Context: an optimization exercise on an open-source flow, tuned for small area. The choices shown serve that exercise and are no tape-out recipe. RTL that was checked went through simulation tests only; none was proved equivalent to the original. The RTL of runs 1 to 3 was laid out without a check of its function. Power and IR drop assume default switching activity.

<file path="flow/config.mk">
export PLATFORM = sky130hd
export DESIGN_NAME = data_loader
export DESIGN_NICKNAME = data_loader
export VERILOG_FILES = /design/flow/design.v
export SDC_FILE = /design/flow/constraint.sdc
export NUM_CORES = 4
export LEC_CHECK = 0
export CAP_MARGIN = 20
export CORE_MARGIN = 2
export CORE_UTILIZATION = 40
export SLEW_MARGIN = 20
export SYNTH_HIERARCHICAL = 1
</file>
<file path="flow/constraint.sdc">
create_clock -name core_clock -period 10.0 [get_ports {CLK}]
set_input_delay 2.0000 -clock core_clock [delete_from_list [all_inputs] [get_ports {CLK}]]
set_output_delay 2.0000 -clock core_clock [all_outputs]
set_load 0.01 [all_outputs]
</file>
<file path="flow/design.v">
`timescale 1 ns / 1 ps
module DflopX4(
    input wire CLK,
    input wire [7:0] a,
    output reg [7:0] x
    );
    always @(posedge CLK) begin
        x <= a;
    end
endmodule
`timescale 1 ns / 1 ps
module matrix(
    input  wire [15:0] accn,
    input  wire [7:0]  a,
    input  wire [7:0]  b,
    output wire [15:0] sum
);
    wire ppn0_0 = ~(a[0] & b[0]);
    wire ppn0_1 = ~(a[0] & b[1]);
    wire ppn0_2 = ~(a[0] & b[2]);
    wire ppn0_3 = ~(a[0] & b[3]);
    wire ppn0_4 = ~(a[0] & b[4]);
    wire ppn0_5 = ~(a[0] & b[5]);
    wire ppn0_6 = ~(a[0] & b[6]);
    wire ppn0_7 = ~(a[0] & b[7]);
    wire ppn1_0 = ~(a[1] & b[0]);
    wire ppn1_1 = ~(a[1] & b[1]);
    wire ppn1_2 = ~(a[1] & b[2]);
    wire ppn1_3 = ~(a[1] & b[3]);
    wire ppn1_4 = ~(a[1] & b[4]);
    wire ppn1_5 = ~(a[1] & b[5]);
    wire ppn1_6 = ~(a[1] & b[6]);
    wire ppn1_7 = ~(a[1] & b[7]);
    wire ppn2_0 = ~(a[2] & b[0]);
    wire ppn2_1 = ~(a[2] & b[1]);
    wire ppn2_2 = ~(a[2] & b[2]);
    wire ppn2_3 = ~(a[2] & b[3]);
    wire ppn2_4 = ~(a[2] & b[4]);
    wire ppn2_5 = ~(a[2] & b[5]);
    wire ppn2_6 = ~(a[2] & b[6]);
    wire ppn2_7 = ~(a[2] & b[7]);
    wire ppn3_0 = ~(a[3] & b[0]);
    wire ppn3_1 = ~(a[3] & b[1]);
    wire ppn3_2 = ~(a[3] & b[2]);
    wire ppn3_3 = ~(a[3] & b[3]);
    wire ppn3_4 = ~(a[3] & b[4]);
    wire ppn3_5 = ~(a[3] & b[5]);
    wire ppn3_6 = ~(a[3] & b[6]);
    wire ppn3_7 = ~(a[3] & b[7]);
    wire ppn4_0 = ~(a[4] & b[0]);
    wire ppn4_1 = ~(a[4] & b[1]);
    wire ppn4_2 = ~(a[4] & b[2]);
    wire ppn4_3 = ~(a[4] & b[3]);
    wire ppn4_4 = ~(a[4] & b[4]);
    wire ppn4_5 = ~(a[4] & b[5]);
    wire ppn4_6 = ~(a[4] & b[6]);
    wire ppn4_7 = ~(a[4] & b[7]);
    wire ppn5_0 = ~(a[5] & b[0]);
    wire ppn5_1 = ~(a[5] & b[1]);
    wire ppn5_2 = ~(a[5] & b[2]);
    wire ppn5_3 = ~(a[5] & b[3]);
    wire ppn5_4 = ~(a[5] & b[4]);
    wire ppn5_5 = ~(a[5] & b[5]);
    wire ppn5_6 = ~(a[5] & b[6]);
    wire ppn5_7 = ~(a[5] & b[7]);
    wire ppn6_0 = ~(a[6] & b[0]);
    wire ppn6_1 = ~(a[6] & b[1]);
    wire ppn6_2 = ~(a[6] & b[2]);
    wire ppn6_3 = ~(a[6] & b[3]);
    wire ppn6_4 = ~(a[6] & b[4]);
    wire ppn6_5 = ~(a[6] & b[5]);
    wire ppn6_6 = ~(a[6] & b[6]);
    wire ppn6_7 = ~(a[6] & b[7]);
    wire ppn7_0 = ~(a[7] & b[0]);
    wire ppn7_1 = ~(a[7] & b[1]);
    wire ppn7_2 = ~(a[7] & b[2]);
    wire ppn7_3 = ~(a[7] & b[3]);
    wire ppn7_4 = ~(a[7] & b[4]);
    wire ppn7_5 = ~(a[7] & b[5]);
    wire ppn7_6 = ~(a[7] & b[6]);
    wire ppn7_7 = ~(a[7] & b[7]);
    wire w1, w2, w3, w4, w5, w6, w7, w8, w9, w10, w11, w12, w13, w14, w15, w16, w17, w18, w19, w20, w21, w22, w23, w24, w25, w26, w27, w28, w29, w30, w31, w32, w33, w34, w35, w36, w37, w38, w39, w40, w41, w42, w43, w44, w45, w46, w47, w48, w49, w50, w51, w52, w53, w54, w55, w56, w57, w58, w59, w60, w61, w62, w63, w64, w65, w66, w67, w68, w69, w70, w71, w72, w73, w74, w75, w76, w77, w78, w79, w80, w81, w82, w83, w84, w85, w86, w87, w88, w89, w90, w91, w92, w93, w94, w95, w96, w97, w98, w99, w100, w101, w102, w103, w104, w105, w106, w107, w108, w109, w110, w111, w112, w113, w114, w115, w116, w117, w118, w119, w120, w121, w122, w123, w124, w125, w126, w127, w128, w129, w130, w131, w132, w133, w134, w135, w136, w137, w138, w139, w140, w141, w142;
    haddn h1(accn[0], ppn0_0, w1, w2);
    assign sum[0] = w1;
    fadd f1(ppn0_1, ppn1_0, accn[1], w3, w4);
    haddn h2(w2, w3, w5, w6);
    assign sum[1] = w5;
    fadd f2(ppn0_2, ppn1_1, ppn2_0, w7, w8);
    fadd f3(accn[2], w7, w4, w9, w10);
    haddn h3(w6, w9, w11, w12);
    assign sum[2] = w11;
    fadd f4(ppn0_3, ppn1_2, ppn2_1, w13, w14);
    fadd f5(ppn3_0, accn[3], w8, w15, w16);
    fadd f6(w13, w15, w10, w17, w18);
    haddn h4(w12, w17, w19, w20);
    assign sum[3] = w19;
    fadd f7(ppn0_4, ppn1_3, ppn2_2, w21, w22);
    fadd f8(ppn3_1, ppn4_0, accn[4], w23, w24);
    fadd f9(w14, w21, w23, w25, w26);
    fadd f10(w16, w25, w18, w27, w28);
    haddn h5(w20, w27, w29, w30);
    assign sum[4] = w29;
    fadd f11(ppn0_5, ppn1_4, ppn2_3, w31, w32);
    fadd f12(ppn3_2, ppn4_1, ppn5_0, w33, w34);
    fadd f13(accn[5], w22, w31, w35, w36);
    fadd f14(w33, w24, w35, w37, w38);
    fadd f15(w26, w37, w28, w39, w40);
    haddn h6(w30, w39, w41, w42);
    assign sum[5] = w41;
    fadd f16(ppn0_6, ppn1_5, ppn2_4, w43, w44);
    fadd f17(ppn3_3, ppn4_2, ppn5_1, w45, w46);
    fadd f18(ppn6_0, accn[6], w32, w47, w48);
    fadd f19(w34, w43, w45, w49, w50);
    fadd f20(w36, w47, w49, w51, w52);
    fadd f21(w38, w51, w40, w53, w54);
    haddn h7(w42, w53, w55, w56);
    assign sum[6] = w55;
    fadd f22(ppn0_7, ppn1_6, ppn2_5, w57, w58);
    fadd f23(ppn3_4, ppn4_3, ppn5_2, w59, w60);
    fadd f24(ppn6_1, ppn7_0, accn[7], w61, w62);
    fadd f25(w44, w46, w57, w63, w64);
    fadd f26(w59, w61, w48, w65, w66);
    fadd f27(w50, w63, w65, w67, w68);
    fadd f28(w52, w67, w54, w69, w70);
    haddn h8(w56, w69, w71, w72);
    assign sum[7] = w71;
    fadd f29(ppn1_7, ppn2_6, ppn3_5, w73, w74);
    fadd f30(ppn4_4, ppn5_3, ppn6_2, w75, w76);
    fadd f31(ppn7_1, accn[8], w58, w77, w78);
    fadd f32(w60, w73, w75, w79, w80);
    fadd f33(w62, w64, w77, w81, w82);
    fadd f34(w79, w66, w81, w83, w84);
    fadd f35(w68, w83, w70, w85, w86);
    haddn h9(w72, w85, w87, w88);
    assign sum[8] = w87;
    fadd f36(ppn2_7, ppn3_6, ppn4_5, w89, w90);
    fadd f37(ppn5_4, ppn6_3, ppn7_2, w91, w92);
    fadd f38(accn[9], w74, w76, w93, w94);
    fadd f39(w89, w91, w78, w95, w96);
    fadd f40(w80, w93, w82, w97, w98);
    fadd f41(w95, w84, w97, w99, w100);
    fadd f42(w99, w86, w88, w101, w102);
    assign sum[9] = ~w101;
    fadd f43(ppn3_7, ppn4_6, ppn5_5, w103, w104);
    fadd f44(ppn6_4, ppn7_3, accn[10], w105, w106);
    fadd f45(w90, w92, w103, w107, w108);
    fadd f46(w105, w94, w107, w109, w110);
    fadd f47(w96, w109, w98, w111, w112);
    fadd f48(w100, w111, w102, w113, w114);
    assign sum[10] = ~w113;
    fadd f49(ppn4_7, ppn5_6, ppn6_5, w115, w116);
    fadd f50(ppn7_4, accn[11], w104, w117, w118);
    fadd f51(w115, w106, w108, w119, w120);
    fadd f52(w117, w110, w119, w121, w122);
    fadd f53(w121, w112, w114, w123, w124);
    assign sum[11] = ~w123;
    fadd f54(ppn5_7, ppn6_6, ppn7_5, w125, w126);
    fadd f55(accn[12], w116, w125, w127, w128);
    fadd f56(w118, w127, w120, w129, w130);
    fadd f57(w122, w129, w124, w131, w132);
    assign sum[12] = ~w131;
    fadd f58(ppn6_7, ppn7_6, accn[13], w133, w134);
    fadd f59(w126, w133, w128, w135, w136);
    fadd f60(w135, w130, w132, w137, w138);
    assign sum[13] = ~w137;
    fadd f61(ppn7_7, accn[14], w134, w139, w140);
    fadd f62(w139, w136, w138, w141, w142);
    assign sum[14] = ~w141;
    assign sum[15] = ~(accn[15] ^ w140 ^ w142);
endmodule
module fadd(input wire x, input wire y, input wire z, output wire s, output wire c);
    assign {c, s} = x + y + z;
endmodule
module haddn(input wire xn, input wire yn, output wire s, output wire cn);
    xor2 x(xn, yn, s);
    or2 o(xn, yn, cn);
endmodule
module xor2(input wire x, input wire y, output wire z);
    assign z = x ^ y;
endmodule
module or2(input wire x, input wire y, output wire z);
    assign z = x | y;
endmodule
`timescale 1 ns / 1 ps
module data_loader(
    input wire CLK,
    input wire [7:0] data,
    input wire [1:0] ctrl_logic,
    output reg [255:0] res_mat
);
    wire [7:0] data_out;
    DflopX4 data_flop(CLK, data, data_out);
    reg n4, n3;
    wire n2 = ~n4 & ~n3;
    reg [1:0] row, col;
    reg       phb;
    reg       done;
    wire cmd_data  = (ctrl_logic == 2'd0);
    wire cmd_head  = (ctrl_logic == 2'd1);
    wire cmd_clear = (ctrl_logic == 2'd2);
    wire [1:0] nm1 = n4 ? 2'd3 : (n3 ? 2'd2 : 2'd1);
    wire col_last = (col == nm1);
    wire row_last = (row == nm1);
    always @(posedge CLK) begin
        if (cmd_head) begin
            n4 <= data_out[2];
            n3 <= data_out[1] & data_out[0];
        end
    end
    always @(posedge CLK) begin
        done <= cmd_data & phb & col_last & row_last;
        if (cmd_clear) begin
            row <= 2'd0;
            col <= 2'd0;
            phb <= 1'b0;
        end else if (cmd_data) begin
            if (col_last) begin
                col <= 2'd0;
                if (row_last) begin
                    row <= 2'd0;
                    phb <= 1'b1;
                end else begin
                    row <= row + 2'd1;
                end
            end else begin
                col <= col + 2'd1;
            end
        end
    end
    reg  [7:0] a   [0:15];
    wire [7:0] a_d [0:15];
    wire sh_a = cmd_data & (~phb | col_last);
    hold2 #(8) ha0(sh_a, ~sh_a, data_out, a[0], a_d[0]);
    genvar g;
    generate
        for (g = 1; g < 16; g = g + 1) begin : ga
            hold2 #(8) h(sh_a, ~sh_a, a[g - 1], a[g], a_d[g]);
        end
    endgenerate
    integer p;
    always @(posedge CLK)
        for (p = 0; p < 16; p = p + 1)
            a[p] <= a_d[p];
    reg  [15:0] ps   [0:15];
    wire [15:0] ps_d [0:15];
    wire [7:0] a0 = n4 ? a[15] : a[8];
    wire [7:0] a1 = n4 ? a[11] : a[5];
    wire [7:0] a2 = n4 ? a[7] : (n3 ? a[2] : a[1]);
    wire [7:0] a3 = a[3];
    wire first = (row == 2'd0);
    wire [15:0] t0n = {16{first}} | ~(n4 ? ps[15] : ps[8]);
    wire [15:0] t1n = {16{first}} | ~(n4 ? ps[11] : ps[5]);
    wire [15:0] t2n = {16{first}} | ~(n4 ? ps[7] : (n3 ? ps[2] : ps[1]));
    wire [15:0] t3n = {16{first}} | ~ps[3];
    wire [15:0] s0, s1, s2, s3;
    matrix mac0(t0n, a0, data_out, s0);
    matrix mac1(t1n, a1, data_out, s1);
    matrix mac2(t2n, a2, data_out, s2);
    matrix mac3(t3n, a3, data_out, s3);
    wire sh_p = cmd_data & phb;
    wire hd_p = ~sh_p;
    hold3 #(16) hp0(sh_p & n4, sh_p & ~n4, hd_p, s3, s2, ps[0], ps_d[0]);
    hold2 #(16) hp1(sh_p, hd_p, ps[0], ps[1], ps_d[1]);
    hold3 #(16) hp2(sh_p & n2, sh_p & ~n2, hd_p, s3, ps[1], ps[2], ps_d[2]);
    hold3 #(16) hp3(sh_p & n3, sh_p & ~n3, hd_p, s1, ps[2], ps[3], ps_d[3]);
    hold3 #(16) hp4(sh_p & n4, sh_p & ~n4, hd_p, s2, ps[3], ps[4], ps_d[4]);
    hold2 #(16) hp5(sh_p, hd_p, ps[4], ps[5], ps_d[5]);
    hold3 #(16) hp6(sh_p & n3, sh_p & ~n3, hd_p, s0, ps[5], ps[6], ps_d[6]);
    hold2 #(16) hp7(sh_p, hd_p, ps[6], ps[7], ps_d[7]);
    hold3 #(16) hp8(sh_p & n4, sh_p & ~n4, hd_p, s1, ps[7], ps[8], ps_d[8]);
    hold2 #(16) hp9(sh_p, hd_p, ps[8], ps[9], ps_d[9]);
    hold2 #(16) hp10(sh_p, hd_p, ps[9], ps[10], ps_d[10]);
    hold2 #(16) hp11(sh_p, hd_p, ps[10], ps[11], ps_d[11]);
    hold2 #(16) hp12(sh_p, hd_p, s0, ps[12], ps_d[12]);
    hold2 #(16) hp13(sh_p, hd_p, ps[12], ps[13], ps_d[13]);
    hold2 #(16) hp14(sh_p, hd_p, ps[13], ps[14], ps_d[14]);
    hold2 #(16) hp15(sh_p, hd_p, ps[14], ps[15], ps_d[15]);
    always @(posedge CLK)
        for (p = 0; p < 16; p = p + 1)
            ps[p] <= ps_d[p];
    wire ld0 = done;
    wire ld1 = done & ~n2;
    wire ld2 = done & n4;
    wire [255:0] res_d;
    generate
        for (g = 0; g < 16; g = g + 1) begin : gr
            if (g < 4)
                hold2 #(16) h(ld0, ~ld0, ps[g], res_mat[16 * g +: 16], res_d[16 * g +: 16]);
            else if (g < 9)
                hold2 #(16) h(ld1, ~ld1, ps[g], res_mat[16 * g +: 16], res_d[16 * g +: 16]);
            else
                hold2 #(16) h(ld2, ~ld2, ps[g], res_mat[16 * g +: 16], res_d[16 * g +: 16]);
        end
    endgenerate
    always @(posedge CLK)
        res_mat <= res_d;
endmodule
module hold2 #(parameter W = 1) (
    input  wire         en,
    input  wire         enb,
    input  wire [W-1:0] x,
    input  wire [W-1:0] q,
    output wire [W-1:0] d
);
    genvar i;
    generate
        for (i = 0; i < W; i = i + 1) begin : b
            hold2b h(en, enb, x[i], q[i], d[i]);
        end
    endgenerate
endmodule
module hold2b(input wire en, input wire enb, input wire x, input wire q, output wire d);
    assign d = (en & x) | (enb & q);
endmodule
module hold3 #(parameter W = 1) (
    input  wire         e1,
    input  wire         e2,
    input  wire         eh,
    input  wire [W-1:0] x1,
    input  wire [W-1:0] x2,
    input  wire [W-1:0] q,
    output wire [W-1:0] d
);
    genvar i;
    generate
        for (i = 0; i < W; i = i + 1) begin : b
            hold3b h(e1, e2, eh, x1[i], x2[i], q[i], d[i]);
        end
    endgenerate
endmodule
module hold3b(input wire e1, input wire e2, input wire eh, input wire x1, input wire x2, input wire q,
              output wire d);
    assign d = (e1 & x1) | (e2 & x2) | (eh & q);
endmodule
</file>
<file path="flow/flow/run.sh">
#!/bin/bash
# The standard layout, with two changes to how it is made:
#  - ports are buffered with buf_1 rather than the resizer's default buffer;
#  - clock tree synthesis inserts no dummy loads and builds from clkbuf_4;
set -euo pipefail
bash standard.sh \
  "BUFFER_PORTS_ARGS=-buffer_cell sky130_fd_sc_hd__buf_1" \
  "CTS_ARGS=-sink_clustering_enable -repair_clock_nets -dont_use_dummy_load -buf_list sky130_fd_sc_hd__clkbuf_4" \
  finish > make.log 2>&1
</file>
<file path="flow/standard.sh">
#!/bin/bash
# synth_recipe.tcl (not shown) runs the flow's synth.tcl, then flattens the netlist and writes it again
# the make line also repeats each setting of config.mk as NAME=value (left out here)
make -C /OpenROAD-flow-scripts/flow DESIGN_CONFIG=/design/flow/config.mk WORK_HOME=/design/flow/orfs CLKGATE_MAP_FILE= SYNTH_SCRIPT=/design/flow/synth_recipe.tcl "${@:-finish}"
</file>
==> flow_summary.json, run 1 <==
{
  "power.density_nw_per_um2": 197,
  "hpwl_um": 57400,
  "largest_net_degree_at_the_start_of_global_routing": 113,
  "number_of_primary_i_o_pins": 267,
  "async_reset_ff_frac": 0,
  "synth_area_um2": 28300,
  "gp_congestion": 0.913,
  "detail_route.wl_per_cell_um": 22.7,
  "syn_to_final_growth_pct": 11.0,
  "final-seq-area_um2": 13200,
  "postCtsSetupBuffers": 0,
  "timing.final.setup_violations": 0,
  "status": "finished clean",
  "buf_inv_stages_crit_path": 1,
  "htree_num_levels": 4,
  "timing.critical_path.cells": "mux2i_1 > o21ai_1 > nand2_1 > fa_1 > fa_1 > fa_1 > fa_1 > fa_1 > fa_1 > fa_1 > fa_1 > or2_1 > fa_1 > fa_1 > fa_1 > fa_1 > fa_1 > fa_1 > xnor3_1 > a222oi_1 > inv_1",
  "final-hold-violation-count": 0,
  "critical_path.max_stage_delay_ns": 0.92,
  "synth-seq-cells": 656,
  "vdd_ir_drop_max_mv": 0.0923,
  "portBuffers": 266,
  "clock_tree_root_buffer_cell": "sky130_fd_sc_hd__clkbuf_4",
  "cp_arrival_ns": 9.81,
  "dr.pass1.iters": 11,
  "final.setup_skew_ns": 0.117,
  "required_time_at_the_endpoint_of_the_critical_path_ns": 10.87,
  "fraction_of_layout_cells_with_a_size_suffix_above_1": 0.0845,
  "worst_path_dominant_cell_family": "adder cells",
  "nFillCells": 6552,
  "crit_fanout": 16,
  "place_ws_ns": 0.992,
  "via_count": 20800,
  "syn-instance-count": 2351,
  "ys.flop_type": "sky130_fd_sc_hd__dfxtp_1",
  "worstHoldPathType": "reg -> reg",
  "relSlewSlack": 0.250,
  "drt_first_iter_violations": 1977,
  "type_of_the_setup_path_with_the_least_slack": "reg -> reg",
  "rsz_0062_raised_after_global_routing": "false",
  "synth.lib_cells_used.distinct": 40,
  "drt_wl_total_um": 82700,
  "critPathMostFrequentCell": "sky130_fd_sc_hd__fa_1",
  "cts_hold_repair.buffers": 0,
  "detail-route-antenna-nets": 0,
  "final_core_utilization": 0.449,
  "synth-seq-area-share": 0.465,
  "grt.overflow.total": 0,
  "placement.cell_area_um2": 30100,
  "drc_violations": 0,
  "cts_buffer_depth": 3,
  "area_of_all_placed_cells_without_fillers_um2": 31400,
  "power.static_leakage_uw": 0.0114,
  "worst_skew_pair.late_latency_ns": 0.99,
  "global_route.usage.total": 0.226,
  "core_um2": 70000,
  "number_of_enable_type_register_cells_in_the_synthesized_netlist": 2,
  "tritoncts": "yes",
  "number_of_antenna_violations_at_the_first_check_in_global_routing": 5,
  "period_minus_slack_ns": 8.94,
  "fp.dieW_um": 270,
  "finalPower_uw": 6200,
  "ys_warn_count": 12,
  "grt_first_pass_wirelength_um": 128000,
  "cp-start-kind": "register",
  "postCtsResizedCells": 0,
  "syn_nets": 2611,
  "fmax_ghz": 0.112,
  "std_cell_rows": 97,
  "multi_input_comb_area_um2": 14000,
  "numCtsBuffers": 170,
  "worst_pin_slew_ns": 1.12,
  "cap_violations": 0,
  "setup.worst_path.end_class": "register",
  "syn-mean-instance-area_um2": 12.0,
  "numClockSinks": 656,
  "num-nets-final": 2961,
  "post_route_setup_slack_ns": 1.06,
  "timing.setup.tns_ns": 0,
  "report.final.slew_viol_count": 0,
  "first_global_vias": 21500,
  "final_min_period_over_clock_period": 0.894,
  "start_util": 0.404,
  "cp_slowest_cell": "sky130_fd_sc_hd__edfxtp_1",
  "design.die.area_um2": 72900,
  "cts.clk_slew.worst_paths_ns": 0.06,
  "average_via_count_per_standard_cell": 5.70,
  "die_height_um": 270
}
==> Yosys cell counts (all sizes together) (3+ instances only) <==
master / instances / area (µm²)
nor4bb: 3 / 45.0
clkbuf: 45 / 214
buf: 78 / 510
nand2b: 33 / 206
nor2: 6 / 22.5
xnor3: 4 / 90.1
a222oi: 96 / 961
mux2: 17 / 195
dfxtp: 654 / 13100
xor2: 36 / 315
inv: 126 / 473
or2: 68 / 425
a22o: 544 / 4760
o21ai: 28 / 140
mux2i: 57 / 571
and3: 3 / 18.8
nand2: 286 / 1070
fa: 248 / 4960
==> state kept, by name, indices dropped and copies added, names as in the netlist <==
register     count
row              2
done             1
res_mat        256
ps             256
n4               1
n3               1
col              2
a              128
data_flop.x      8
phb              1
==> placed cells by master (no fill, tap or decap), types with 2 or more instances in the layout <==
cell                         n
sky130_fd_sc_hd__a222oi_1   96
sky130_fd_sc_hd__a22o_1    544
sky130_fd_sc_hd__and2_1      2
sky130_fd_sc_hd__and3_1      2
sky130_fd_sc_hd__buf_1     266
sky130_fd_sc_hd__buf_4      31
sky130_fd_sc_hd__buf_6       3
sky130_fd_sc_hd__clkbuf_4  170
sky130_fd_sc_hd__dfxtp_1   652
sky130_fd_sc_hd__dfxtp_2     2
sky130_fd_sc_hd__diode_2     4
sky130_fd_sc_hd__edfxtp_1    2
sky130_fd_sc_hd__fa_1      248
sky130_fd_sc_hd__inv_1     122
sky130_fd_sc_hd__inv_2       2
sky130_fd_sc_hd__mux2_1     16
sky130_fd_sc_hd__mux2i_1    57
sky130_fd_sc_hd__nand2_1   284
sky130_fd_sc_hd__nand2b_1   33
sky130_fd_sc_hd__nand3b_1    2
sky130_fd_sc_hd__nor2_1      3
sky130_fd_sc_hd__nor2_4      2
sky130_fd_sc_hd__nor3b_1     2
sky130_fd_sc_hd__nor4bb_1    2
sky130_fd_sc_hd__o21ai_0    20
sky130_fd_sc_hd__o21ai_1     7
sky130_fd_sc_hd__o31ai_4     2
sky130_fd_sc_hd__or2_1      66
sky130_fd_sc_hd__or2_2       2
sky130_fd_sc_hd__xnor3_1     4
sky130_fd_sc_hd__xor2_1     36
==> per-module statistics from Yosys, one instance, submodules excluded, excerpt <==
module | cell area [µm²] | flops+latches | cells inside | times used
hold2b | 8.76 | 0 | 1 | 544
hold3b | 13.8 | 0 | 2 | 96
xor2 | 8.76 | 0 | 1 | 36
data_loader | 14800 | 648 | 903 | 1
or2 | 6.26 | 0 | 1 | 36
matrix | 433 | 0 | 96 | 4
fadd | 20.0 | 0 | 1 | 248
DflopX4 | 160 | 8 | 8 | 1
==> area by class of cell <==
class,count,area share
multi-input combinational,1446,0.447
sequential,656,0.419
timing repair buffer,301,0.0409
clock buffer,170,0.0406
tap,940,0.0374
inverter,126,0.0153
antenna,4,0.000319
==> routing by layer <==
| metal | vias up | GRT usage | share of wire |
|---|---|---|---|
| li1 | 9272 | - | - |
| met1 | 10500 | 0.301 | 0.44 |
| met2 | 834 | 0.359 | 0.47 |
| met3 | 128 | 0.0541 | 0.074 |
| met4 | 4 | 0.0760 | 0.020 |
| met5 | - | 0 | 0.00031 |
==> per-stage QoR <==
step | std cells | hold slack (ns)
floorplan | 2351 | 0.435
global placement | 3469 | 0.448
detailed placement | 3469 | 0.453
CTS | 3639 | 0.409
global route | 3642 | 0.444
finish | 3643 | 0.420
==> worst paths after layout <==
kind            start  cells after the start        end  slack [ns]
max reg2reg        n3                     21  ps[4][15]        1.06
max                n3                     21  ps[4][15]        1.06
min          a[12][4]                      1   a[13][4]        0.42
min reg2reg  a[12][4]                      1   a[13][4]        0.42
==> cell families (layout without fill, tap and decap cells) <==
logic type | count (synthesis) | count (layout) | share of synthesized area
AO/OA/AOI/OAI | 672 | 672 | 0.209
flip-flops | 656 | 656 | 0.465
AND/OR/NAND/NOR | 411 | 411 | 0.0668
adder cells (fa/ha/maj) | 249 | 249 | 0.176
buffers and inverters | 249 | 597 | 0.0423
multiplexers | 74 | 74 | 0.0271
XOR/XNOR | 40 | 40 | 0.0143
other | 0 | 4 | 0
==> power breakdown <==
part	internal (µW)	switching [µW]
Combinational	616	930
Sequential	2770	162
Clock	768	947
==> run 2: changes to the inputs <==
==> flow/flow/run.sh (replaced) <==
#!/bin/bash
# The standard layout, with two changes to how it is made:
#  - ports are buffered with buf_1 rather than the resizer's default buffer;
#  - clock tree synthesis inserts no dummy loads and builds from clkbuf_4,
#    with clusters of at most 8 sinks within 60 um.
set -euo pipefail
bash standard.sh \
  "BUFFER_PORTS_ARGS=-buffer_cell sky130_fd_sc_hd__buf_1" \
  "CTS_ARGS=-sink_clustering_enable -repair_clock_nets -dont_use_dummy_load -buf_list sky130_fd_sc_hd__clkbuf_4 -sink_clustering_size 8 -sink_clustering_max_diameter 60" \
  finish > make.log 2>&1
==> run 2 against run 1 <==
Critical endpoint unchanged; highest routed layer unchanged; setup slack got worse by 0.019 ns; global-route usage fell by 0.21 points; maximum frequency fell by 0.22%; largest power group unchanged; via count down 1.2%.
==> flow_summary.json, run 2 <==
{
  "ys_warn_count": 12,
  "syn_nets": 2611,
  "power.static_leakage_uw": 0.0111,
  "post_route_setup_slack_ns": 1.04,
  "via_count": 20500,
  "required_time_at_the_endpoint_of_the_critical_path_ns": 10.81,
  "final_min_period_over_clock_period": 0.896,
  "numCtsBuffers": 97,
  "largest_net_degree_at_the_start_of_global_routing": 113,
  "detail-route-antenna-nets": 0,
  "vdd_ir_drop_max_mv": 0.0815,
  "critical_path.max_stage_delay_ns": 0.92,
  "design.die.area_um2": 72900,
  "synth.lib_cells_used.distinct": 40,
  "cp-start-kind": "register",
  "tritoncts": "yes",
  "post-synth-top-area-cell": "sky130_fd_sc_hd__dfxtp_1",
  "postCtsResizedCells": 0,
  "final.setup_skew_ns": 0.160,
  "drt_first_iter_violations": 1941,
  "reg.largest.list": "ps (256), res_mat (256), a (128)",
  "number_of_enable_type_register_cells_in_the_synthesized_netlist": 2,
  "timing.setup.tns_ns": 0,
  "std_cell_rows": 97,
  "worst_pin_slew_ns": 1.16,
  "syn_to_final_growth_pct": 9.09,
  "postCtsSetupBuffers": 0,
  "cts.clk_slew.worst_paths_ns": 0.10,
  "relSlewSlack": 0.223,
  "critPathMostFrequentCell": "sky130_fd_sc_hd__fa_1",
  "status": "finished clean",
  "place_ws_ns": 0.992,
  "core_um2": 70000,
  "report.final.slew_viol_count": 0,
  "nFillCells": 6586,
  "synthMostInstantiatedCell": "sky130_fd_sc_hd__dfxtp_1",
  "drc_violations": 0,
  "type_of_the_setup_path_with_the_least_slack": "reg -> reg",
  "global_route.usage.total": 0.224,
  "cp_arrival_ns": 9.77,
  "cap_violations": 0,
  "num-nets-final": 2888,
  "gp_congestion": 0.913,
  "finalPower_uw": 5800,
  "clock_tree_root_buffer_cell": "sky130_fd_sc_hd__clkbuf_4",
  "number_of_antenna_violations_at_the_first_check_in_global_routing": 3,
  "timing.critical_path.cells": "mux2i_1 > o21ai_1 > nand2_1 > fa_1 > fa_1 > fa_1 > fa_1 > fa_1 > fa_1 > fa_1 > fa_1 > or2_1 > fa_1 > fa_1 > fa_1 > fa_1 > fa_1 > fa_1 > xnor3_1 > a222oi_1 > inv_1",
  "rsz_0062_raised_after_global_routing": "false",
  "htree_num_levels": 3,
  "crit_fanout": 16,
  "fp.dieW_um": 270,
  "first_global_vias": 20800,
  "drt_wl_total_um": 82500,
  "worst_skew_pair.late_latency_ns": 0.93,
  "fmax_ghz": 0.112,
  "post-place-cells": 3469,
  "cp_slowest_cell": "sky130_fd_sc_hd__edfxtp_1",
  "finalNonFillerCells": 3572,
  "setup.worst_path.end_class": "register",
  "numClockSinks": 656,
  "final-hold-violation-count": 0,
  "power.density_nw_per_um2": 188,
  "cts_buffer_depth": 3,
  "synth_top_cells_by_count": "654 x sky130_fd_sc_hd__dfxtp_1, 544 x sky130_fd_sc_hd__a22o_1, 286 x sky130_fd_sc_hd__nand2_1",
  "number_of_primary_i_o_pins": 267,
  "grt_first_pass_wirelength_um": 127000,
  "timing.final.setup_violations": 0,
  "average_via_count_per_standard_cell": 5.74,
  "period_minus_slack_ns": 8.96,
  "final_cell_mix": "652 x sky130_fd_sc_hd__dfxtp_1, 544 x sky130_fd_sc_hd__a22o_1, 284 x sky130_fd_sc_hd__nand2_1, 266 x sky130_fd_sc_hd__buf_1, 248 x sky130_fd_sc_hd__fa_1",
  "synthDominantCellAreaShare": 0.463,
  "synth-seq-cells": 656,
  "die_height_um": 270,
  "yosys-top-cells-area": "sky130_fd_sc_hd__dfxtp_1 46%, sky130_fd_sc_hd__fa_1 18%, sky130_fd_sc_hd__a22o_1 17%",
  "start_util": 0.404,
  "synth-seq-area-share": 0.465,
  "dr.pass1.iters": 7,
  "grt.overflow.total": 0,
  "syn-instance-count": 2351,
  "syn-mean-instance-area_um2": 12.0,
  "hpwl_um": 57400,
  "portBuffers": 266,
  "fraction_of_layout_cells_with_a_size_suffix_above_1": 0.0590,
  "finalHoldWorstSlack_ns": 0.395,
  "async_reset_ff_frac": 0,
  "worstHoldPathType": "reg -> reg",
  "most_common_cell_after_layout_fill_and_taps_aside": "sky130_fd_sc_hd__dfxtp_1",
  "cts_hold_repair.buffers": 0,
  "synth_area_um2": 28300,
  "detail_route.wl_per_cell_um": 23.1,
  "ys.flop_type": "sky130_fd_sc_hd__dfxtp_1"
}
==> run 2: cell count changes in the layout (fill, tap and decap cells not counted) <==
cell / previous run / this run
sky130_fd_sc_hd__diode_2: 4 / 6
sky130_fd_sc_hd__clkbuf_4: 170 / 97
==> run 2: path summary, 6_finish.rpt <==
kind	start	endpoint	slack, ns	cells past startpoint
max reg2reg	n3	ps[4][15]	1.04	21
max	n3	ps[4][15]	1.04	21
min	a[0][6]	a[1][6]	0.39	1
min reg2reg	a[0][6]	a[1][6]	0.39	1
==> run 2: area by class of cell <==
cell class                      count  area, µm²  area share
Antenna cell                        6       15.0    0.000486
Clock buffer                       97        728      0.0236
Inverter                          126        479      0.0155
Timing Repair Buffer              301       1280      0.0416
Tap cell                          940       1180      0.0381
Multi-Input combinational cell   1446      14000       0.455
Sequential cell                   656      13200       0.426
==> run 2: layer usage <==
metal	up-vias	part of all wire	global-route usage
met3	127	0.073	0.0486
met2	822	0.47	0.360
met1	10400	0.44	0.303
met4	2	0.021	0.0623
met5	-	0.00016	0
li1	9107	-	-
==> run 2: worst max-delay path, delay by kind of cell (launching register included) <==
| kind | cells | cell delay, ns |
|---|---|---|
| mux | 1 | 0.21 |
| flops | 1 | 0.92 |
| fa+ha+maj | 14 | 6.22 |
| compound gates | 2 | 0.81 |
| buf+inv | 1 | 0.07 |
| xor+xnor | 1 | 0.22 |
| simple gates | 2 | 0.43 |
==> run 2: logic make-up (layout without fill, tap and decap cells) <==
kind of cell / Yosys count / in the layout / share of synthesized area
buffers and inverters: 249 / 524 / 0.0423
xor gates and xnor gates: 40 / 40 / 0.0143
other: 0 / 6 / 0
and+or+nand+nor: 411 / 411 / 0.0668
adders and majority gates: 249 / 249 / 0.176
AOI/OAI and AO/OA: 672 / 672 / 0.209
muxes: 74 / 74 / 0.0271
DFF: 656 / 656 / 0.465
==> run 2: per-module statistics from Yosys, one instance, submodules excluded, a selection <==
| module | flip-flops and latches | cell area [µm²] | times used | cells inside |
|---|---|---|---|---|
| hold2b | 0 | 8.76 | 544 | 1 |
| matrix | 0 | 433 | 4 | 96 |
| or2 | 0 | 6.26 | 36 | 1 |
| DflopX4 | 8 | 160 | 1 | 8 |
| data_loader | 648 | 14800 | 1 | 903 |
| xor2 | 0 | 8.76 | 36 | 1 |
| hold3b | 0 | 13.8 | 96 | 2 |
| fadd | 0 | 20.0 | 248 | 1 |
==> run 2: report_power, final <==
group / switching, µW / internal, µW
clock: 882 / 443
combinational: 930 / 616
sequential: 163 / 2770
==> run 2: stage by stage <==
step | area [µm²] | utilization
floorplan | 28300 | -
global route | 30900 | 0.441
detailed placement | 30100 | 0.430
global placement | 30100 | 0.430
finish | 30900 | 0.441
CTS | 30800 | 0.440
==> run 3: changes to the inputs <==
--- a/flow/config.mk
+++ b/flow/config.mk
@@ -8,5 +8,5 @@
 export CAP_MARGIN = 20
 export CORE_MARGIN = 2
-export CORE_UTILIZATION = 40
+export CORE_UTILIZATION = 55
 export SLEW_MARGIN = 20
 export SYNTH_HIERARCHICAL = 1
==> run 3 against run 2 <==
Sequential share of layout area increased by 0.47 points; highest routed layer is now met4; largest cell class unchanged; non-clock buffer count increased by 6; sequential power about the same; wire length decreased by 1.7%; power decreased by 1.2%; combinational power about the same; clock skew decreased by 0.062 ns; critical path type unchanged; worst hold slack improved by 0.060 ns; global-route usage increased by 8.0 points; via count decreased by 0.35%; core utilization increased by 16 points; register-to-register slack got worse by 0.12 ns; still clean.
==> flow_summary.json, run 3 <==
{
  "die_height_um": 231,
  "setup.worst_path.end_class": "register",
  "ys.flop_type": "sky130_fd_sc_hd__dfxtp_1",
  "tritoncts": "yes",
  "period_minus_slack_ns": 9.08,
  "syn-mean-instance-area_um2": 12.0,
  "post_synth_xor_area_fraction": 0.0143,
  "worstHoldPathType": "reg -> reg",
  "drt_first_iter_violations": 2017,
  "postCtsSetupBuffers": 0,
  "clock_tree_root_buffer_cell": "sky130_fd_sc_hd__clkbuf_4",
  "hold_path_startpoint": "a[13][2]",
  "grt_first_pass_wirelength_um": 123000,
  "hold_path_end": "a[14][2]",
  "std_cell_rows": 83,
  "reg.largest.list": "ps (256), res_mat (256), a (128)",
  "synthMostInstantiatedCell": "sky130_fd_sc_hd__dfxtp_1",
  "num-nets-final": 2891,
  "relSlewSlack": 0.241,
  "final_cell_mix": "652 x sky130_fd_sc_hd__dfxtp_1, 544 x sky130_fd_sc_hd__a22o_1, 284 x sky130_fd_sc_hd__nand2_1, 266 x sky130_fd_sc_hd__buf_1, 248 x sky130_fd_sc_hd__fa_1",
  "hpwl_um": 56500,
  "postCtsResizedCells": 0,
  "largest_net_degree_at_the_start_of_global_routing": 101,
  "clkPwrFrac": 0.223,
  "first_global_vias": 20400,
  "r2r_start": "n4",
  "finalPower_uw": 5730,
  "crit_startpoint": "n4",
  "power_report.internal_total_uw": 3820,
  "syn_to_final_growth_pct": 7.90,
  "drc_violations": 0,
  "r2r_end": "ps[4][15]",
  "number_of_primary_i_o_pins": 267,
  "worst_pin_slew_ns": 1.14,
  "status": "finished clean",
  "worst_r2r_path_depth": 20,
  "core_um2": 51100,
  "synthAdderAreaFrac": 0.176,
  "global_route.usage.total": 0.303,
  "gp_congestion": 0.886,
  "required_time_at_the_endpoint_of_the_critical_path_ns": 10.70,
  "synth_mux_area_frac": 0.0271,
  "number_of_antenna_violations_at_the_first_check_in_global_routing": 1,
  "comb_power_share": 0.265,
  "synthDominantCellAreaShare": 0.463,
  "synth-seq-area-share": 0.465,
  "power.static_leakage_uw": 0.0111,
  "p_seq_frac": 0.511,
  "rsz_0062_raised_after_global_routing": "false",
  "numClockSinks": 656,
  "fmax_ghz": 0.110,
  "synth-simple-area-share": 0.0668,
  "portBuffers": 266,
  "average_via_count_per_standard_cell": 6.17,
  "dr.pass1.iters": 6,
  "syn-instance-count": 2351,
  "vdd_ir_drop_max_mv": 0.138,
  "multi_input_comb_area_um2": 14000,
  "type_of_the_setup_path_with_the_least_slack": "reg -> reg",
  "power.density_nw_per_um2": 188,
  "worst_skew_pair.late_latency_ns": 0.86,
  "cts.clk_slew.worst_paths_ns": 0.10,
  "async_reset_ff_frac": 0,
  "synth_top_cells_by_count": "654 x sky130_fd_sc_hd__dfxtp_1, 544 x sky130_fd_sc_hd__a22o_1, 286 x sky130_fd_sc_hd__nand2_1",
  "fp.dieW_um": 231,
  "post-place-cells": 3215,
  "final_min_period_over_clock_period": 0.908,
  "synth_area_um2": 28300,
  "switching_power_uw": 1910,
  "synth_compound_gate_area_share": 0.209,
  "fraction_of_layout_cells_with_a_size_suffix_above_1": 0.0601,
  "start_util": 0.554,
  "drt_wl_total_um": 81100,
  "cap_violations": 0,
  "most_common_cell_after_layout_fill_and_taps_aside": "sky130_fd_sc_hd__dfxtp_1",
  "crit_fanout": 23,
  "numCtsBuffers": 94,
  "cts_hold_repair.buffers": 0,
  "cts_buffer_depth": 3,
  "hold_path_depth": 1,
  "ys_warn_count": 12,
  "yosys-top-cells-area": "sky130_fd_sc_hd__dfxtp_1 46%, sky130_fd_sc_hd__fa_1 18%, sky130_fd_sc_hd__a22o_1 17%",
  "detail-route-antenna-nets": 0,
  "grt.overflow.total": 0,
  "final-seq-area_um2": 13200,
  "timing.final.setup_violations": 0,
  "design.die.area_um2": 53300,
  "detail_route.wl_per_cell_um": 24.5,
  "synth-seq-cells": 656,
  "final-hold-violation-count": 0,
  "final.setup_skew_ns": 0.0980,
  "post-synth-top-area-cell": "sky130_fd_sc_hd__dfxtp_1",
  "cp-start-kind": "register",
  "synth.lib_cells_used.distinct": 40,
  "htree_num_levels": 3,
  "nFillCells": 4404,
  "via_count": 20400,
  "synth_top_family_by_area": "compound AO/OA/AOI/OAI gates",
  "finalNonFillerCells": 3311,
  "syn_nets": 2611,
  "number_of_enable_type_register_cells_in_the_synthesized_netlist": 2,
  "cp_arrival_ns": 9.78,
  "report.final.slew_viol_count": 0,
  "sw_frac_of_total": 0.334,
  "ff2ff_setup_slack_ns": 0.92,
  "timing.setup.tns_ns": 0
}
run 3: Yosys stat by module, one instance, submodules excluded, a selection:
module / flip-flops and latches / cell area [µm²]
fadd: 0 / 20.0
hold2b: 0 / 8.76
DflopX4: 8 / 160
hold3b: 0 / 13.8
xor2: 0 / 8.76
data_loader: 648 / 14800
run 3: cell type report:
type	instances	area share
flip-flops and latches	656	0.431
diodes	2	0.000164
repair buffers	307	0.0428
multi-input cells	1446	0.460
inverters	126	0.0157
clock buffers	94	0.0231
well taps	680	0.0279
run 3: worst max-delay path: stages (launching register included):
cell and delay [ns]:
sky130_fd_sc_hd__edfxtp_1 0.82, sky130_fd_sc_hd__buf_4 0.37, sky130_fd_sc_hd__o21ai_0 0.77, sky130_fd_sc_hd__nand2_1 0.18
sky130_fd_sc_hd__fa_1 0.60, sky130_fd_sc_hd__fa_1 0.45, sky130_fd_sc_hd__fa_1 0.47, sky130_fd_sc_hd__fa_1 0.43
sky130_fd_sc_hd__fa_1 0.45, sky130_fd_sc_hd__fa_1 0.43, sky130_fd_sc_hd__fa_1 0.49, sky130_fd_sc_hd__or2_1 0.26
sky130_fd_sc_hd__fa_1 0.44, sky130_fd_sc_hd__fa_1 0.44, sky130_fd_sc_hd__fa_1 0.45, sky130_fd_sc_hd__fa_1 0.45
sky130_fd_sc_hd__fa_1 0.44, sky130_fd_sc_hd__fa_1 0.41, sky130_fd_sc_hd__xnor3_1 0.20, sky130_fd_sc_hd__a222oi_1 0.31
sky130_fd_sc_hd__inv_1 0.08
run 3: power groups by stage:
stage          clock network (µW)  logic [µW]  registers [µW]
4_1_cts                      1330        1520            2930
3_3_place_gp                    0        1470            2980
3_5_place_dp                    0        1510            2990
5_1_grt                      1420        1700            2950
6_report                     1280        1520            2930
2_1_floorplan                   0        1290            2900
run 3: metal layers:
layer	wire [µm]	up-vias	track usage
li1	-	9111	-
met1	35800	10400	0.427
met2	37300	760	0.471
met3	6100	128	0.0606
met4	1870	0	0.0976
met5	0	-	0
run 3: worst max path at each step:
stage / endpoint / slack (ns) / depth (start not counted)
after floorplan: a[0][0] / 0.20 / 2
after global placement: ps[4][15] / 1.10 / 20
after detailed placement: ps[4][15] / 0.96 / 20
after CTS: ps[4][15] / 0.90 / 20
after global routing: ps[4][15] / 0.52 / 21
final: ps[4][15] / 0.92 / 20
run 3: stage by stage:
stage	hold WS [ns]	cell area [µm²]	setup slack (ns)	utilization
after CTS	0.445	30500	0.898	0.597
after global placement	0.449	29800	1.10	0.584
final	0.455	30500	0.925	0.598
after global routing	0.481	30500	0.520	0.598
after floorplan	0.435	28300	0.203	-
after detailed placement	0.451	29800	0.959	0.584
run 3: cell families (layout without fill, tap and decap cells):
kind of cell             Yosys count  in the layout
flip-flops                       656            656
multiplexers                      74             74
XOR/XNOR                          40             40
adder cells (fa/ha/maj)          249            249
buffers and inverters            249            527
other                              0              2
AO/OA/AOI/OAI                    672            672
AND/OR/NAND/NOR                  411            411
==> run 4: changes to the inputs <==
--- a/flow/design.v
+++ b/flow/design.v
@@ -244,13 +244,15 @@
     reg  [15:0] ps   [0:15];
     wire [15:0] ps_d [0:15];
-    wire [7:0] a0 = n4 ? a[15] : a[8];
-    wire [7:0] a1 = n4 ? a[11] : a[5];
-    wire [7:0] a2 = n4 ? a[7] : (n3 ? a[2] : a[1]);
-    wire [7:0] a3 = a[3];
     wire first = (row == 2'd0);
-    wire [15:0] t0n = {16{first}} | ~(n4 ? ps[15] : ps[8]);
-    wire [15:0] t1n = {16{first}} | ~(n4 ? ps[11] : ps[5]);
-    wire [15:0] t2n = {16{first}} | ~(n4 ? ps[7] : (n3 ? ps[2] : ps[1]));
-    wire [15:0] t3n = {16{first}} | ~ps[3];
+    wire [7:0] a0, a1, a2, a3;
+    sel2 #(8) sa0(n4, ~n4, a[15], a[8], a0);
+    sel2 #(8) sa1(n4, ~n4, a[11], a[5], a1);
+    sel3 #(8) sa2(n4, n3, n2, a[7], a[2], a[1], a2);
+    assign a3 = a[3];
+    wire [15:0] t0n, t1n, t2n, t3n;
+    sel2n #(16) st0(n4 & ~first, ~n4 & ~first, ps[15], ps[8], t0n);
+    sel2n #(16) st1(n4 & ~first, ~n4 & ~first, ps[11], ps[5], t1n);
+    sel3n #(16) st2(n4 & ~first, n3 & ~first, n2 & ~first, ps[7], ps[2], ps[1], t2n);
+    sel1n #(16) st3(~first, ps[3], t3n);
     wire [15:0] s0, s1, s2, s3;
     matrix mac0(t0n, a0, data_out, s0);
@@ -333,2 +335,66 @@
     assign d = (e1 & x1) | (e2 & x2) | (eh & q);
 endmodule
+module sel2 #(parameter W = 1) (
+    input  wire         e1,
+    input  wire         e2,
+    input  wire [W-1:0] x1,
+    input  wire [W-1:0] x2,
+    output wire [W-1:0] y
+);
+    hold2 #(W) h(e1, e2, x1, x2, y);
+endmodule
+module sel3 #(parameter W = 1) (
+    input  wire         e1,
+    input  wire         e2,
+    input  wire         e3,
+    input  wire [W-1:0] x1,
+    input  wire [W-1:0] x2,
+    input  wire [W-1:0] x3,
+    output wire [W-1:0] y
+);
+    hold3 #(W) h(e1, e2, e3, x1, x2, x3, y);
+endmodule
+module sel1n #(parameter W = 1) (
+    input  wire         e1,
+    input  wire [W-1:0] x1,
+    output wire [W-1:0] y
+);
+    assign y = ~({W{e1}} & x1);
+endmodule
+module sel2n #(parameter W = 1) (
+    input  wire         e1,
+    input  wire         e2,
+    input  wire [W-1:0] x1,
+    input  wire [W-1:0] x2,
+    output wire [W-1:0] y
+);
+    genvar i;
+    generate
+        for (i = 0; i < W; i = i + 1) begin : b
+            sel2nb s(e1, e2, x1[i], x2[i], y[i]);
+        end
+    endgenerate
+endmodule
+module sel2nb(input wire e1, input wire e2, input wire x1, input wire x2, output wire y);
+    assign y = ~((e1 & x1) | (e2 & x2));
+endmodule
+module sel3n #(parameter W = 1) (
+    input  wire         e1,
+    input  wire         e2,
+    input  wire         e3,
+    input  wire [W-1:0] x1,
+    input  wire [W-1:0] x2,
+    input  wire [W-1:0] x3,
+    output wire [W-1:0] y
+);
+    genvar i;
+    generate
+        for (i = 0; i < W; i = i + 1) begin : b
+            sel3nb s(e1, e2, e3, x1[i], x2[i], x3[i], y[i]);
+        end
+    endgenerate
+endmodule
+module sel3nb(input wire e1, input wire e2, input wire e3, input wire x1, input wire x2, input wire x3,
+              output wire y);
+    assign y = ~((e1 & x1) | (e2 & x2) | (e3 & x3));
+endmodule
--- a/flow/config.mk
+++ b/flow/config.mk
@@ -6,7 +6,7 @@
 export NUM_CORES = 4
 export LEC_CHECK = 0
-export CAP_MARGIN = 20
+export CAP_MARGIN = 0
 export CORE_MARGIN = 2
-export CORE_UTILIZATION = 55
-export SLEW_MARGIN = 20
+export CORE_UTILIZATION = 40
+export SLEW_MARGIN = 0
 export SYNTH_HIERARCHICAL = 1
==> run 4 against run 3 <==
Worst hold slack worse by 0.034 ns; final area is 0.46% lower; clock skew up 0.0050 ns; critical path type unchanged; largest cell class unchanged.
==> flow_summary.json, run 4 <==
{
  "status": "finished clean",
  "average_via_count_per_standard_cell": 5.86,
  "cts_buffer_depth": 3,
  "ys_warn_count": 12,
  "synthDominantCellAreaShare": 0.472,
  "std_cell_rows": 96,
  "numClockSinks": 656,
  "required_time_at_the_endpoint_of_the_critical_path_ns": 10.77,
  "postCtsResizedCells": 0,
  "post-place-cells": 3380,
  "design.die.area_um2": 71500,
  "number_of_enable_type_register_cells_in_the_synthesized_netlist": 2,
  "gp_congestion": 0.930,
  "synth-seq-cells": 656,
  "post-synth-top-area-cell": "sky130_fd_sc_hd__dfxtp_1",
  "numCtsBuffers": 95,
  "most_common_cell_after_layout_fill_and_taps_aside": "sky130_fd_sc_hd__dfxtp_1",
  "type_of_the_setup_path_with_the_least_slack": "reg -> reg",
  "crit_fanout": 28,
  "hpwl_um": 61400,
  "first_global_vias": 20500,
  "reg.largest.list": "ps (256), res_mat (256), a (128)",
  "buf_inv_stages_crit_path": 2,
  "via_count": 20400,
  "cp-start-kind": "register",
  "syn_nets": 2509,
  "worstHoldPathType": "reg -> reg",
  "report.final.slew_viol_count": 0,
  "number_of_primary_i_o_pins": 267,
  "ys.flop_type": "sky130_fd_sc_hd__dfxtp_1",
  "timing.final.setup_violations": 0,
  "core_um2": 68600,
  "die_height_um": 267,
  "drt_wl_total_um": 86700,
  "global_route.usage.total": 0.241,
  "cap_violations": 0,
  "synthMostInstantiatedCell": "sky130_fd_sc_hd__dfxtp_1",
  "final-hold-violation-count": 0,
  "dr.pass1.iters": 10,
  "worst_skew_pair.late_latency_ns": 0.89,
  "vdd_ir_drop_max_mv": 0.0785,
  "grt_first_pass_wirelength_um": 130000,
  "postCtsSetupBuffers": 0,
  "final_min_period_over_clock_period": 0.903,
  "power.static_leakage_uw": 0.0108,
  "largest_net_degree_at_the_start_of_global_routing": 102,
  "cp_slowest_cell": "sky130_fd_sc_hd__edfxtp_1",
  "fmax_ghz": 0.111,
  "grt.overflow.total": 0,
  "timing.critical_path.cells": "buf_4 > a22o_1 > nand2_1 > fa_1 > fa_1 > fa_1 > fa_1 > fa_1 > fa_1 > fa_1 > fa_1 > or2_1 > fa_1 > fa_1 > fa_1 > fa_1 > fa_1 > fa_1 > xnor3_1 > a222oi_1 > inv_1",
  "fp.dieW_um": 267,
  "final.setup_skew_ns": 0.103,
  "syn_to_final_growth_pct": 9.52,
  "htree_num_levels": 3,
  "cts_hold_repair.buffers": 0,
  "rsz_0062_raised_after_global_routing": "false",
  "finalNonFillerCells": 3476,
  "relSlewSlack": 0.242,
  "synth-seq-area-share": 0.474,
  "critical_path.max_stage_delay_ns": 0.60,
  "syn-mean-instance-area_um2": 12.3,
  "clock_tree_root_buffer_cell": "sky130_fd_sc_hd__clkbuf_4",
  "setup.worst_path.end_class": "register",
  "drc_violations": 0,
  "detail-route-antenna-nets": 0,
  "fraction_of_layout_cells_with_a_size_suffix_above_1": 0.0778,
  "num-nets-final": 2806,
  "nFillCells": 6402,
  "detail_route.wl_per_cell_um": 24.9,
  "number_of_antenna_violations_at_the_first_check_in_global_routing": 2,
  "period_minus_slack_ns": 9.03,
  "final_cell_mix": "649 x sky130_fd_sc_hd__dfxtp_1, 560 x sky130_fd_sc_hd__a22o_1, 272 x sky130_fd_sc_hd__nand2_1, 266 x sky130_fd_sc_hd__buf_1, 248 x sky130_fd_sc_hd__fa_1",
  "synth_top_cells_by_count": "654 x sky130_fd_sc_hd__dfxtp_1, 560 x sky130_fd_sc_hd__a22o_1, 274 x sky130_fd_sc_hd__nand2_1",
  "synth_area_um2": 27700,
  "cts.clk_slew.worst_paths_ns": 0.11,
  "timing.setup.tns_ns": 0,
  "synth.lib_cells_used.distinct": 41,
  "cp_arrival_ns": 9.80,
  "portBuffers": 266,
  "worst_path_dominant_cell_family": "adder cells",
  "drt_first_iter_violations": 2141,
  "start_util": 0.405,
  "async_reset_ff_frac": 0,
  "tritoncts": "yes",
  "power.density_nw_per_um2": 192,
  "critPathMostFrequentCell": "sky130_fd_sc_hd__fa_1",
  "syn-instance-count": 2249,
  "yosys-top-cells-area": "sky130_fd_sc_hd__dfxtp_1 47%, sky130_fd_sc_hd__fa_1 18%, sky130_fd_sc_hd__a22o_1 18%",
  "worst_pin_slew_ns": 1.14
}
run 4: cell count changes after synthesis, moves of 24 or more:
cell / delta
sky130_fd_sc_hd__a222oi_1: +24
sky130_fd_sc_hd__a22oi_2: +32
sky130_fd_sc_hd__mux2i_1: -56
sky130_fd_sc_hd__nand2b_1: -32
sky130_fd_sc_hd__or2_1: -30
run 4: per-module statistics from Yosys, one instance, submodules excluded, a selection:
module	cells	flops+latches	copies in the design
matrix	96	0	4
DflopX4	8	8	1
hold3b	2	0	104
sel2nb	1	0	32
sel3nb	1	0	16
hold2b	1	0	560
xor2	1	0	36
run 4: path summary, 6_finish.rpt:
path	slack, ns	cells past startpoint	start	endpoint
hold reg to reg	0.42	1	a[13][2]	a[14][2]
setup reg to reg	0.97	21	n4	ps[6][15]
setup / recovery	0.97	21	n4	ps[6][15]
hold / removal	0.42	1	a[13][2]	a[14][2]
run 4: cell type report:
cell class                      count  area [µm²]  share of cell area
Clock buffer                       95         713              0.0235
Timing Repair Buffer              304        1280              0.0422
Inverter                          136         514              0.0169
Tap cell                          931        1160              0.0383
Sequential cell                   656       13200               0.433
Multi-Input combinational cell   1353       13600               0.446
Antenna cell                        1        2.50           0.0000823
run 4: metrics by stage:
| stage | hold WS, ns | cell area, µm² | total power, µW | utilization | setup slack (ns) |
|---|---|---|---|---|---|
| 2_1_floorplan | 0.440 | 27800 | 4230 | - | 0.0940 |
| 3_3_place_gp | 0.450 | 29700 | 4560 | 0.433 | 1.14 |
| 3_5_place_dp | 0.451 | 29700 | 4590 | 0.433 | 0.964 |
| 4_1_cts | 0.420 | 30400 | 5890 | 0.443 | 0.968 |
| 5_1_grt | 0.473 | 30400 | 6180 | 0.443 | 0.557 |
| 6_report | 0.421 | 30400 | 5840 | 0.443 | 0.967 |
run 4: layer usage:
metal	track usage	vias up	routed length, µm
li1	-	8932	-
met1	0.320	10500	36700
met2	0.400	803	42100
met3	0.0338	165	5170
met4	0.0894	2	2780
met5	0	-	14
run 4: kinds of logic (layout without fill, tap and decap cells):
| group | Yosys count | count (layout) | share of synthesized area |
|---|---|---|---|
| AO/OA/AOI/OAI | 721 | 721 | 0.237 |
| flip-flops | 656 | 656 | 0.474 |
| AND/OR/NAND/NOR | 341 | 341 | 0.0527 |
| adder cells (fa/ha/maj) | 249 | 249 | 0.179 |
| buffers and inverters | 240 | 535 | 0.0413 |
| XOR/XNOR | 40 | 40 | 0.0146 |
| multiplexers | 2 | 2 | 0.000902 |
| other | 0 | 1 | 0 |
run 4: power breakdown:
part | total [µW] | switching [µW] | internal, µW | leakage (µW)
clock network | 1300 | 862 | 434 | 0.000437
registers | 2950 | 178 | 2770 | 0.00531
logic | 1590 | 967 | 626 | 0.00506
total | 5840 | 2010 | 3830 | 0.0108
==> run 5: changes to the inputs <==
--- a/flow/config.mk
+++ b/flow/config.mk
@@ -6,7 +6,7 @@
 export NUM_CORES = 4
 export LEC_CHECK = 0
-export CAP_MARGIN = 0
+export CAP_MARGIN = 20
 export CORE_MARGIN = 2
 export CORE_UTILIZATION = 40
-export SLEW_MARGIN = 0
+export SLEW_MARGIN = 20
 export SYNTH_HIERARCHICAL = 1
==> run 5 against run 4 <==
Still clean; via count unchanged; setup slack unchanged; non-clock buffer count did not move; core utilization did not move; flip-flop and latch count unchanged; power unchanged; synthesized area unchanged; maximum frequency is the same; combinational power is essentially flat; clock-buffer cell count unchanged; critical path type unchanged; largest power group unchanged; highest routed layer unchanged.
==> flow_summary.json, run 5 <==
{
  "via_count": 20400,
  "cts_hold_repair.buffers": 0,
  "cts_buffer_depth": 3,
  "cp_arrival_ns": 9.80,
  "setup.worst_path.end_class": "register",
  "worstHoldPathType": "reg -> reg",
  "number_of_enable_type_register_cells_in_the_synthesized_netlist": 2,
  "power.density_nw_per_um2": 192,
  "worst_pin_slew_ns": 1.14,
  "start_util": 0.405,
  "detail-route-antenna-nets": 0,
  "hold_path_startpoint": "a[13][2]",
  "crit_fanout": 28,
  "numCtsBuffers": 95,
  "status": "finished clean",
  "htree_num_levels": 3,
  "post-synth-top-area-cell": "sky130_fd_sc_hd__dfxtp_1",
  "finalPower_uw": 5840,
  "type_of_the_setup_path_with_the_least_slack": "reg -> reg",
  "synth_top_cells_by_count": "654 x sky130_fd_sc_hd__dfxtp_1, 560 x sky130_fd_sc_hd__a22o_1, 274 x sky130_fd_sc_hd__nand2_1",
  "clock_tree_root_buffer_cell": "sky130_fd_sc_hd__clkbuf_4",
  "final.setup_skew_ns": 0.103,
  "fmax_ghz": 0.111,
  "tritoncts": "yes",
  "final_min_period_over_clock_period": 0.903,
  "ys_warn_count": 12,
  "r2r_start": "n4",
  "final_core_utilization": 0.443,
  "hold_path_end": "a[14][2]",
  "cap_violations": 0,
  "required_time_at_the_endpoint_of_the_critical_path_ns": 10.77,
  "synth_area_um2": 27700,
  "dr.pass1.iters": 10,
  "synthMostInstantiatedCell": "sky130_fd_sc_hd__dfxtp_1",
  "final_cell_mix": "649 x sky130_fd_sc_hd__dfxtp_1, 560 x sky130_fd_sc_hd__a22o_1, 272 x sky130_fd_sc_hd__nand2_1, 266 x sky130_fd_sc_hd__buf_1, 248 x sky130_fd_sc_hd__fa_1",
  "largest_net_degree_at_the_start_of_global_routing": 102,
  "relSlewSlack": 0.242,
  "most_common_cell_after_layout_fill_and_taps_aside": "sky130_fd_sc_hd__dfxtp_1",
  "average_via_count_per_standard_cell": 5.86,
  "synthDominantCellAreaShare": 0.472,
  "synth-seq-area-share": 0.474,
  "syn-mean-instance-area_um2": 12.3,
  "cp-start-kind": "register",
  "hold_path_depth": 1,
  "numClockSinks": 656,
  "place_ws_ns": 0.964,
  "timing.final.setup_violations": 0,
  "vdd_ir_drop_max_mv": 0.0785,
  "drt_wl_total_um": 86700,
  "postCtsSetupBuffers": 0,
  "drt_first_iter_violations": 2141,
  "global_route.usage.total": 0.241,
  "timing.setup.tns_ns": 0,
  "ff2ff_setup_slack_ns": 0.97,
  "period_minus_slack_ns": 9.03,
  "ys.flop_type": "sky130_fd_sc_hd__dfxtp_1",
  "power.static_leakage_uw": 0.0108,
  "hpwl_um": 61400,
  "synth.lib_cells_used.distinct": 41,
  "report.final.slew_viol_count": 0,
  "reg.largest.list": "ps (256), res_mat (256), a (128)",
  "grt_first_pass_wirelength_um": 130000,
  "number_of_antenna_violations_at_the_first_check_in_global_routing": 2,
  "rsz_0062_raised_after_global_routing": "false",
  "std_cell_rows": 96,
  "synth-seq-cells": 656,
  "gp_congestion": 0.930,
  "syn_nets": 2509,
  "die_height_um": 267,
  "portBuffers": 266,
  "first_global_vias": 20500,
  "area_of_all_placed_cells_without_fillers_um2": 30400,
  "yosys-top-cells-area": "sky130_fd_sc_hd__dfxtp_1 47%, sky130_fd_sc_hd__fa_1 18%, sky130_fd_sc_hd__a22o_1 18%",
  "worst_skew_pair.late_latency_ns": 0.89,
  "placement.cell_area_um2": 29700,
  "worst_r2r_path_depth": 21,
  "fp.dieW_um": 267,
  "final-hold-violation-count": 0,
  "async_reset_ff_frac": 0,
  "number_of_primary_i_o_pins": 267,
  "fraction_of_layout_cells_with_a_size_suffix_above_1": 0.0778,
  "syn-instance-count": 2249,
  "cts.clk_slew.worst_paths_ns": 0.11,
  "grt.overflow.total": 0,
  "postCtsResizedCells": 0,
  "design.die.area_um2": 71500,
  "num-nets-final": 2806,
  "syn_to_final_growth_pct": 9.52,
  "core_um2": 68600,
  "detail_route.wl_per_cell_um": 24.9,
  "post_route_setup_slack_ns": 0.967,
  "drc_violations": 0,
  "r2r_end": "ps[6][15]"
}
## run 5: area by class of cell
type	count	area [µm²]
tap	931	1160
clock buffer	95	713
antenna	1	2.50
timing repair buffer	304	1280
inverter	136	514
sequential	656	13200
multi-input combinational	1353	13600
fill	6402	38200
## run 5: cell families (layout without fill, tap and decap cells)
family,count (synthesis),count (layout),share of synthesized area
xor gates and xnor gates,40,40,0.0146
muxes,2,2,0.000902
other,0,1,0
buffers and inverters,240,535,0.0413
AOI/OAI and AO/OA,721,721,0.237
and+or+nand+nor,341,341,0.0527
adders and majority gates,249,249,0.179
DFF,656,656,0.474
## run 5: power by group
| part | leakage, µW | switching (µW) | internal, µW |
|---|---|---|---|
| registers | 0.00531 | 178 | 2770 |
| logic | 0.00506 | 967 | 626 |
| clock network | 0.000437 | 862 | 434 |
| total | 0.0108 | 2010 | 3830 |
## run 5: how the worst max path moves through the flow
stage / from / end / slack, ns / cells past startpoint
after floorplan: n4 / ps[4][15] / 0.09 / 22
after global placement: n4 / ps[6][15] / 1.14 / 21
after detailed placement: n4 / ps[4][15] / 0.96 / 22
after CTS: n4 / ps[4][15] / 0.97 / 22
after global routing: n4 / ps[4][15] / 0.56 / 22
final: n4 / ps[6][15] / 0.97 / 21
## run 5: worst max-delay path, stage by stage, from the launching register on
cell	delay [ns]
sky130_fd_sc_hd__edfxtp_1	0.60
sky130_fd_sc_hd__buf_4	0.48
sky130_fd_sc_hd__a22o_1	0.39
sky130_fd_sc_hd__nand2_1	0.14
sky130_fd_sc_hd__fa_1	0.49
sky130_fd_sc_hd__fa_1	0.50
sky130_fd_sc_hd__fa_1	0.48
sky130_fd_sc_hd__fa_1	0.44
sky130_fd_sc_hd__fa_1	0.44
sky130_fd_sc_hd__fa_1	0.43
sky130_fd_sc_hd__fa_1	0.43
sky130_fd_sc_hd__fa_1	0.49
sky130_fd_sc_hd__or2_1	0.26
sky130_fd_sc_hd__fa_1	0.47
sky130_fd_sc_hd__fa_1	0.46
sky130_fd_sc_hd__fa_1	0.43
sky130_fd_sc_hd__fa_1	0.43
sky130_fd_sc_hd__fa_1	0.49
sky130_fd_sc_hd__fa_1	0.42
sky130_fd_sc_hd__xnor3_1	0.22
sky130_fd_sc_hd__a222oi_1	0.35
sky130_fd_sc_hd__inv_1	0.07
## run 5: per-layer routing
metal  track usage  part of all wire  wire length, µm
met5             0           0.00016               14
met4        0.0894             0.032             2780
met3        0.0338             0.060             5170
met2         0.400              0.49            42100
met1         0.320              0.42            36700
## run 5: modules after synthesis (local to each module, per instance), a selection
module	cells	area [µm²]	copies in the design	flip-flops and latches
or2	1	6.26	36	0
hold2b	1	8.76	560	0
data_loader	703	13400	1	648
hold3b	2	13.8	104	0
fadd	1	20.0	248	0
sel3nb	1	10.0	16	0
DflopX4	8	160	1	8
matrix	96	433	4	0
sel2nb	1	12.5	32	0
## run 5: through the flow
step | hold WS [ns] | cells
after global routing | 0.473 | 3476
final | 0.421 | 3476
after global placement | 0.450 | 3380
after floorplan | 0.440 | 2249
after CTS | 0.420 | 3475
after detailed placement | 0.451 | 3380

-- what the ideal ports hide --
The flow's constraints put no driver on any port. The routed layouts listed below were extracted and timed again, unchanged, in two steps. Step 1, drivers: a clkbuf_16 drives CLK and a buf_2 each remaining input, both assumed. Step 2 times the ports against the registers' clock, not the clock port: input delays grow and output delays shrink by t, the midpoint of the rising clock arrivals with the driver on. Three values: ideal ports, drivers, drivers and shift; two values: the first two.
run	t, ns	setup slack, ns	worst register clock-pin slew, ns
run 1	0.998	1.060 / 1.060 / 1.060	0.07 / 0.07
run 2	0.909	1.041 / 1.041 / 1.041	0.11 / 0.11
run 3	0.864	0.925 / 0.925 / 0.925	0.10 / 0.10
run 4	0.885	0.967 / 0.967 / 0.967	0.11 / 0.11
run 5	0.885	0.967 / 0.967 / 0.967	0.11 / 0.11
After both steps every run listed still meets setup and hold.
